What follows belongs to an exercise in optimizing a design on an open flow for small area; a production flow would make more cautious choices.
In this exercise RTL edits were held to simulation tests only and were not proved equivalent to the original.
The clock input has no modelled driver; a real chip could not lean on it and would need a root buffer or a full tree.
No activity file was given, so power comes from the tool's default toggle rates.

==> module reuleaux, before the edit <==
module reuleaux(input logic clk, input logic rst_n, input logic [2:0] colour,
                input logic [7:0] centre_x, input logic [6:0] centre_y, input logic [7:0] diameter,
                input logic start, output logic done,
                output logic [7:0] vga_x, output logic [6:0] vga_y,
                output logic [2:0] vga_colour, output logic vga_plot);
     logic       dflt;       
     logic [1:0] circ;       
     logic [2:0] oct;        
     logic [2:0] bc;         
     logic [7:0] ox, oy, m;  
     logic       ms;         
     logic [6:0] srx, sry;   
     logic [1:0] dl;         
     logic       c1, c2, ca, cb, cx_c, cy_c, cm;       
     logic       gl, gh, gy;                           
     logic       lb;         
     logic clr, idle, ini, pre, b0, b7, o0, o1, o7;
     assign clr  = (circ == 2'd3) & !oct[2] & !oct[1];
     assign idle = (circ == 2'd3) & oct[2];
     assign ini  = (circ == 2'd3) & oct[1] & !oct[0];
     assign pre  = (circ == 2'd3) & oct[1] & oct[0];
     assign b0  = (bc == 3'd0);
     assign b7  = (bc == 3'd7);
     assign o0  = (circ == 2'd0) && (oct == 3'd0);    
     assign o1  = (circ == 2'd0) && (oct == 3'd1);
     assign o7  = (circ == 2'd2) && (oct == 3'd7);
     logic [2:0] bn;
     logic k80, k80n, dn, xb, yb, hb;
     assign bn   = bc + 3'd1;
     assign k80  = (bc == 3'd4) | (bc == 3'd6);             
     assign k80n = (bn == 3'd4) | (bn == 3'd6);
     assign dn = dflt ? k80n : diameter[bn];              
     assign xb = dflt ? k80 : centre_x[bc];
     assign yb = b7 ? 1'b0 : (dflt ? ((bc >= 3'd2) & (bc <= 3'd5)) : centre_y[bc]);    
     assign hb = b7 ? 1'b0 : dn;          
     logic x1b, x2b, k1, k2, ta, tb, ty, yc, y1b;
     assign k1  = b0 ? dl[0] : c1;                       
     assign x1b = xb ^ hb ^ k1;
     assign k2  = b0 ? 1'b1 : c2;
     assign x2b = xb ^ ~hb ^ k2;
     assign ta  = b0 ? 1'b0 : dl[1];                      
     assign ty  = yb ^ ta ^ (ca & !b0);
     logic [3:0] d9;
     assign d9  = {diameter[3] ^ diameter[0], diameter[2:0]};        
     assign tb  = (bc >= 3'd3) & !dflt & d9[bn[1:0]];    
     assign yc  = cb & !b0;
     assign y1b = b7 ? 1'b0 : (ty ^ tb ^ yc);
     logic cxb, cyb, lob, hib;
     always_comb begin
          case (circ)
               2'd0: begin cxb = x1b; cyb = y1b; end
               2'd1: begin cxb = x2b; cyb = y1b; end
               default: begin cxb = xb; cyb = (bc == 3'd0) | (bc == 3'd1) | (bc == 3'd2) | (bc == 3'd4); end   
          endcase
     end
     assign lob = (circ == 2'd1) ? xb : x2b;
     assign hib = (circ == 2'd0) ? xb : x1b;
     logic ab, bb, sx, sy, kx, ky, pxb, pyb, ax, by;
     assign sx  = oct[1];
     assign sy  = oct[2];
     assign ab  = oct[0] ? oy[0] : ox[0];
     assign bb  = oct[0] ? ox[0] : oy[0];
     assign ax  = ab ^ sx;
     assign by  = bb ^ sy;
     assign kx  = b0 ? sx : cx_c;
     assign ky  = b0 ? sy : cy_c;
     assign pxb = cxb ^ ax ^ kx;
     assign pyb = cyb ^ by ^ ky;
     logic gl_n, gh_n, gy_n, lp_n, yp, yq;
     assign gl_n = (pxb ^ lob) ? pxb : (b0 | gl);           
     assign gh_n = (pxb ^ hib) ? hib : (b0 | gh);           
     assign yp   = circ[1] ? pyb : y1b;
     assign yq   = circ[1] ? y1b : pyb;
     assign gy_n = (yp ^ yq) ? yp : (b0 | gy);              
     assign lp_n = (ox[0] ^ oy[0]) ? ox[0] : (b0 | lb);     
     logic x_on, y_on, y_23, draw_ok;
     assign x_on = !pxb | (!srx[6] & !srx[5]);                     
     assign y_on = !pyb & !(sry[6] & sry[5] & sry[4] & sry[3]);    
     assign y_23 = pyb | sry[6] | sry[5] | (sry[4] & (sry[3] | (sry[2] & sry[1] & sry[0])));
     assign draw_ok = (circ != 2'd3) && b7 && x_on && y_on && gl_n && gh_n && gy_n && (lp_n || !o0) && (circ[1] || y_23);
     logic c_on, lz;
     assign c_on = (!bc[0] | (!srx[6] & !srx[5])) & !(sry[6] & sry[5] & sry[4] & sry[3]);
     assign lz   = !bc[0] && (srx == 7'd0) && (sry == 7'd0);
     assign vga_x      = {clr ? bc[0] : pxb, srx};
     assign vga_y      = sry;
     assign vga_colour = clr ? 3'b000 : colour;
     assign vga_plot   = clr ? c_on : draw_ok;
     assign done       = idle;
     logic kc, kb, oy_n, ox_n, mop, mk, m_n, mc;
     assign kc   = o7 & (b0 | cm);
     assign kb   = o7 & (b0 ? ms : lb);
     assign oy_n = oy[0] ^ kc;
     assign ox_n = ox[0] ^ kb;
     assign mop  = o1 ? !oy[0] : (o0 & ms & ox[0]);
     assign mk   = b0 ? (o1 & (dl[0] ^ oy[0])) : (cm & !o7);
     assign m_n  = m[0] ^ mop ^ mk;
     assign mc   = (m[0] & mop) | (mk & (m[0] ^ mop));
     always_ff @(posedge clk) begin
          bc   <= bc + 3'd1;
          dl   <= {dl[0], dn};
          c1   <= (xb & hb) | (k1 & (xb ^ hb));
          c2   <= (xb & ~hb) | (k2 & (xb ^ ~hb));
          ca   <= (yb & ta) | ((ca & !b0) & (yb ^ ta));
          cb   <= (ty & tb) | (yc & (ty ^ tb));
          cx_c <= (cxb & ax) | (kx & (cxb ^ ax));
          cy_c <= (cyb & by) | (ky & (cyb ^ by));
          gl   <= gl_n;
          gh   <= gh_n;
          gy   <= gy_n;
          lb   <= o7 ? (!ox[0] & kb) : lp_n;
          cm   <= o7 ? (oy[0] & kc) : mc;
          oy   <= {ini ? 1'b0 : oy_n, oy[7:1]};
          ox   <= {ini ? dl[0] : ox_n, ox[7:1]};
          m    <= {ini ? hb : m_n, m[7:1]};
          if (ini) ms <= 1'b0;
          else if (b7) ms <= ms ^ o1 ^ mc;
          srx  <= {clr ? sry[0] : pxb, srx[6:1]};
          sry  <= {clr ? !(srx[0] ^ srx[1] ^ srx[2] ^ sry[5]) : pyb, sry[6:1]};
          if (!rst_n) begin
               dflt   <= 1'b1;
               circ   <= 2'd3;
               oct    <= 3'd0;
               srx[0] <= 1'b0;
          end else if (idle) begin
               if (start) begin
                    dflt <= 1'b0;
                    oct  <= 3'b011;
               end
          end else if (clr) begin
               if (lz) begin
                    oct[0] <= 1'b1;
                    if (oct[0]) oct <= 3'b011;
               end
          end else if (b7) begin
               if (pre) begin
                    oct  <= 3'b010;
               end else if (ini) begin
                    circ <= 2'd0;
                    oct  <= 3'd0;
               end else if (o0 && !lp_n) begin
                    circ <= 2'd3;
                    oct  <= 3'b100;
               end else begin
                    oct <= oct + 3'd1;
                    if (oct == 3'd7) circ <= (circ == 2'd2) ? 2'd0 : circ + 2'd1;
               end
          end
     end
endmodule
export LEC_CHECK = 0
export CAP_MARGIN = 20
export CORE_MARGIN = 2
export CORE_UTILIZATION = 40
export SLEW_MARGIN = 20
create_clock -name core_clock -period 18.0 [get_ports {clk}]
standard.sh (not shown) runs the stock make flow with config.mk's settings and CLKGATE_MAP_FILE= SYNTH_SCRIPT=/design/flow/synth_recipe.tcl, a recipe that flattens the netlist after the stock synthesis.
==> flow/flow/run.sh <==
#!/bin/bash
# The standard layout (standard.sh), with three changes:
#  - synthesis maps the logic with an area-oriented ABC script (flow/abc_area.script)
#    and leaves adders to ABC instead of mapping them to full-adder cells first;
#    registers are mapped exactly as in the standard synthesis;
#  - the port buffers are the smallest buffer cell;
#  - the clock tree is built by flow/cts.tcl in place of TritonCTS: one root
#    buffer and four leaf buffers, one per quarter of the registers.
# Each step's output goes to its own log file here.
set -euo pipefail
rm -rf synth_scripts
cp -r "$FLOW_HOME/scripts" synth_scripts
cp flow/abc_area.script synth_scripts/abc_speed.script
bash standard.sh "SCRIPTS_DIR=$PWD/synth_scripts" 'ADDER_MAP_FILE=' synth > standard_synth.log 2>&1
B='BUFFER_PORTS_ARGS=-buffer_cell sky130_fd_sc_hd__buf_1'
bash standard.sh "$B" place > standard_place.log 2>&1
RDIR="$PWD/orfs/results/$FLOW_PLATFORM/reuleaux/base" LEAVES=4 LEAFBUF=sky130_fd_sc_hd__clkbuf_8 \
  ROOTBUF=sky130_fd_sc_hd__clkbuf_4 openroad -exit flow/cts.tcl > cts.log 2>&1
bash standard.sh "$B" finish > standard_finish.log 2>&1
Other scripts of this flow, unchanged in this note and not shown: flow/flow/abc_area.script, flow/flow/cts.tcl
Rerun with:
--- a/flow/design.v
+++ b/flow/design.v
@@ -12,41 +12,39 @@
      logic [6:0] srx, sry;   
      logic [1:0] dl;         
      logic       c1, c2, ca, cb, cx_c, cy_c, cm;       
      logic       gl, gh, gy;                           
      logic       lb;         
-     logic clr, idle, ini, pre, b0, b7, o0, o1, o7;
+     logic clr, idle, ini, b0, b7, o0, o1, o7;
      assign clr  = (circ == 2'd3) & !oct[2] & !oct[1];
      assign idle = (circ == 2'd3) & oct[2];
-     assign ini  = (circ == 2'd3) & oct[1] & !oct[0];
-     assign pre  = (circ == 2'd3) & oct[1] & oct[0];
+     assign ini  = (circ == 2'd3) & oct[1];
      assign b0  = (bc == 3'd0);
      assign b7  = (bc == 3'd7);
      assign o0  = (circ == 2'd0) && (oct == 3'd0);    
      assign o1  = (circ == 2'd0) && (oct == 3'd1);
      assign o7  = (circ == 2'd2) && (oct == 3'd7);
      logic [2:0] bn;
-     logic k80, k80n, dn, xb, yb, hb;
+     logic k80, k80n, dn, xb, yb, d0, hb;
      assign bn   = bc + 3'd1;
      assign k80  = (bc == 3'd4) | (bc == 3'd6);             
      assign k80n = (bn == 3'd4) | (bn == 3'd6);
      assign dn = dflt ? k80n : diameter[bn];              
      assign xb = dflt ? k80 : centre_x[bc];
      assign yb = b7 ? 1'b0 : (dflt ? ((bc >= 3'd2) & (bc <= 3'd5)) : centre_y[bc]);    
+     assign d0 = !dflt & diameter[0];
      assign hb = b7 ? 1'b0 : dn;          
      logic x1b, x2b, k1, k2, ta, tb, ty, yc, y1b;
-     assign k1  = b0 ? dl[0] : c1;                       
+     assign k1  = b0 ? d0 : c1;
      assign x1b = xb ^ hb ^ k1;
      assign k2  = b0 ? 1'b1 : c2;
      assign x2b = xb ^ ~hb ^ k2;
      assign ta  = b0 ? 1'b0 : dl[1];                      
      assign ty  = yb ^ ta ^ (ca & !b0);
-     logic [3:0] d9;
-     assign d9  = {diameter[3] ^ diameter[0], diameter[2:0]};        
-     assign tb  = (bc >= 3'd3) & !dflt & d9[bn[1:0]];    
+     assign tb  = (bc >= 3'd3) & !dflt & diameter[{1'b0, bn[1:0]}];    
      assign yc  = cb & !b0;
-     assign y1b = b7 ? 1'b0 : (ty ^ tb ^ yc);
+     assign y1b = b7 ? 1'b0 : (ty ^ tb ^ yc ^ ((bc == 3'd6) & d0));    
      logic cxb, cyb, lob, hib;
      always_comb begin
           case (circ)
                2'd0: begin cxb = x1b; cyb = y1b; end
                2'd1: begin cxb = x2b; cyb = y1b; end
@@ -90,11 +88,11 @@
      assign kc   = o7 & (b0 | cm);
      assign kb   = o7 & (b0 ? ms : lb);
      assign oy_n = oy[0] ^ kc;
      assign ox_n = ox[0] ^ kb;
      assign mop  = o1 ? !oy[0] : (o0 & ms & ox[0]);
-     assign mk   = b0 ? (o1 & (dl[0] ^ oy[0])) : (cm & !o7);
+     assign mk   = b0 ? (o1 & (d0 ^ oy[0])) : (cm & !o7);
      assign m_n  = m[0] ^ mop ^ mk;
      assign mc   = (m[0] & mop) | (mk & (m[0] ^ mop));
      always_ff @(posedge clk) begin
           bc   <= bc + 3'd1;
           dl   <= {dl[0], dn};
@@ -108,11 +106,11 @@
           gh   <= gh_n;
           gy   <= gy_n;
           lb   <= o7 ? (!ox[0] & kb) : lp_n;
           cm   <= o7 ? (oy[0] & kc) : mc;
           oy   <= {ini ? 1'b0 : oy_n, oy[7:1]};
-          ox   <= {ini ? dl[0] : ox_n, ox[7:1]};
+          ox   <= {ini ? (b0 ? d0 : dl[0]) : ox_n, ox[7:1]};
           m    <= {ini ? hb : m_n, m[7:1]};
           if (ini) ms <= 1'b0;
           else if (b7) ms <= ms ^ o1 ^ mc;
           srx  <= {clr ? sry[0] : pxb, srx[6:1]};
           sry  <= {clr ? !(srx[0] ^ srx[1] ^ srx[2] ^ sry[5]) : pyb, sry[6:1]};
@@ -122,21 +120,23 @@
                oct    <= 3'd0;
                srx[0] <= 1'b0;
           end else if (idle) begin
                if (start) begin
                     dflt <= 1'b0;
-                    oct  <= 3'b011;
+                    oct  <= 3'b010;
+                    bc   <= 3'd0;
                end
           end else if (clr) begin
                if (lz) begin
                     oct[0] <= 1'b1;
-                    if (oct[0]) oct <= 3'b011;
+                    if (oct[0]) begin
+                         oct  <= 3'b010;
+                         bc   <= 3'd0;
+                    end
                end
           end else if (b7) begin
-               if (pre) begin
-                    oct  <= 3'b010;
-               end else if (ini) begin
+               if (ini) begin
                     circ <= 2'd0;
                     oct  <= 3'd0;
                end else if (o0 && !lp_n) begin
                     circ <= 2'd3;
                     oct  <= 3'b100;
Synthesized cell count rose by a few percent.
Clock power is about the same.
Cell area grows slightly.
Final cell count grows by a few percent.
Power is higher by about a fifth.
Wire length goes up by a few percent.
Global-route usage goes up by 0.55 points.
Combinational power increases by well over a third.
In every run of this note, the design's own scripts or RTL, not TritonCTS, make the clock network.

## re-timing with driven ports
No port has a modelled driver above. Below, the same layouts with a new extraction and two added sets of constraints. Step 1: set_driving_cell puts a clkbuf_16 on clk and a buf_2 on each other input, an assumption about the parent block. Step 2 adds t to the input delays and takes it off the output delays; t is the mean of the earliest and latest rising clock arrival at the registers after step 1. Input paths then give back, and output paths get back, about the clock's delay inside the block. Slacks: ideal / step 1 / step 2; pairs: ideal / step 1.
run	shift t [ns]	setup WS [ns]	hold slack, ns	worst register clock-pin slew, ns
the first run	0.382	7.113 / 7.087 / 7.087	0.332 / 0.332 / 0.332	0.10 / 0.10
the second run	0.384	6.761 / 6.739 / 6.739	0.332 / 0.332 / 0.332	0.09 / 0.09
After both steps every run listed still meets setup and hold. For the first run, which loses most, drivers alone change the setup slack by -0.026 ns; drivers and shift together by -0.026 ns.
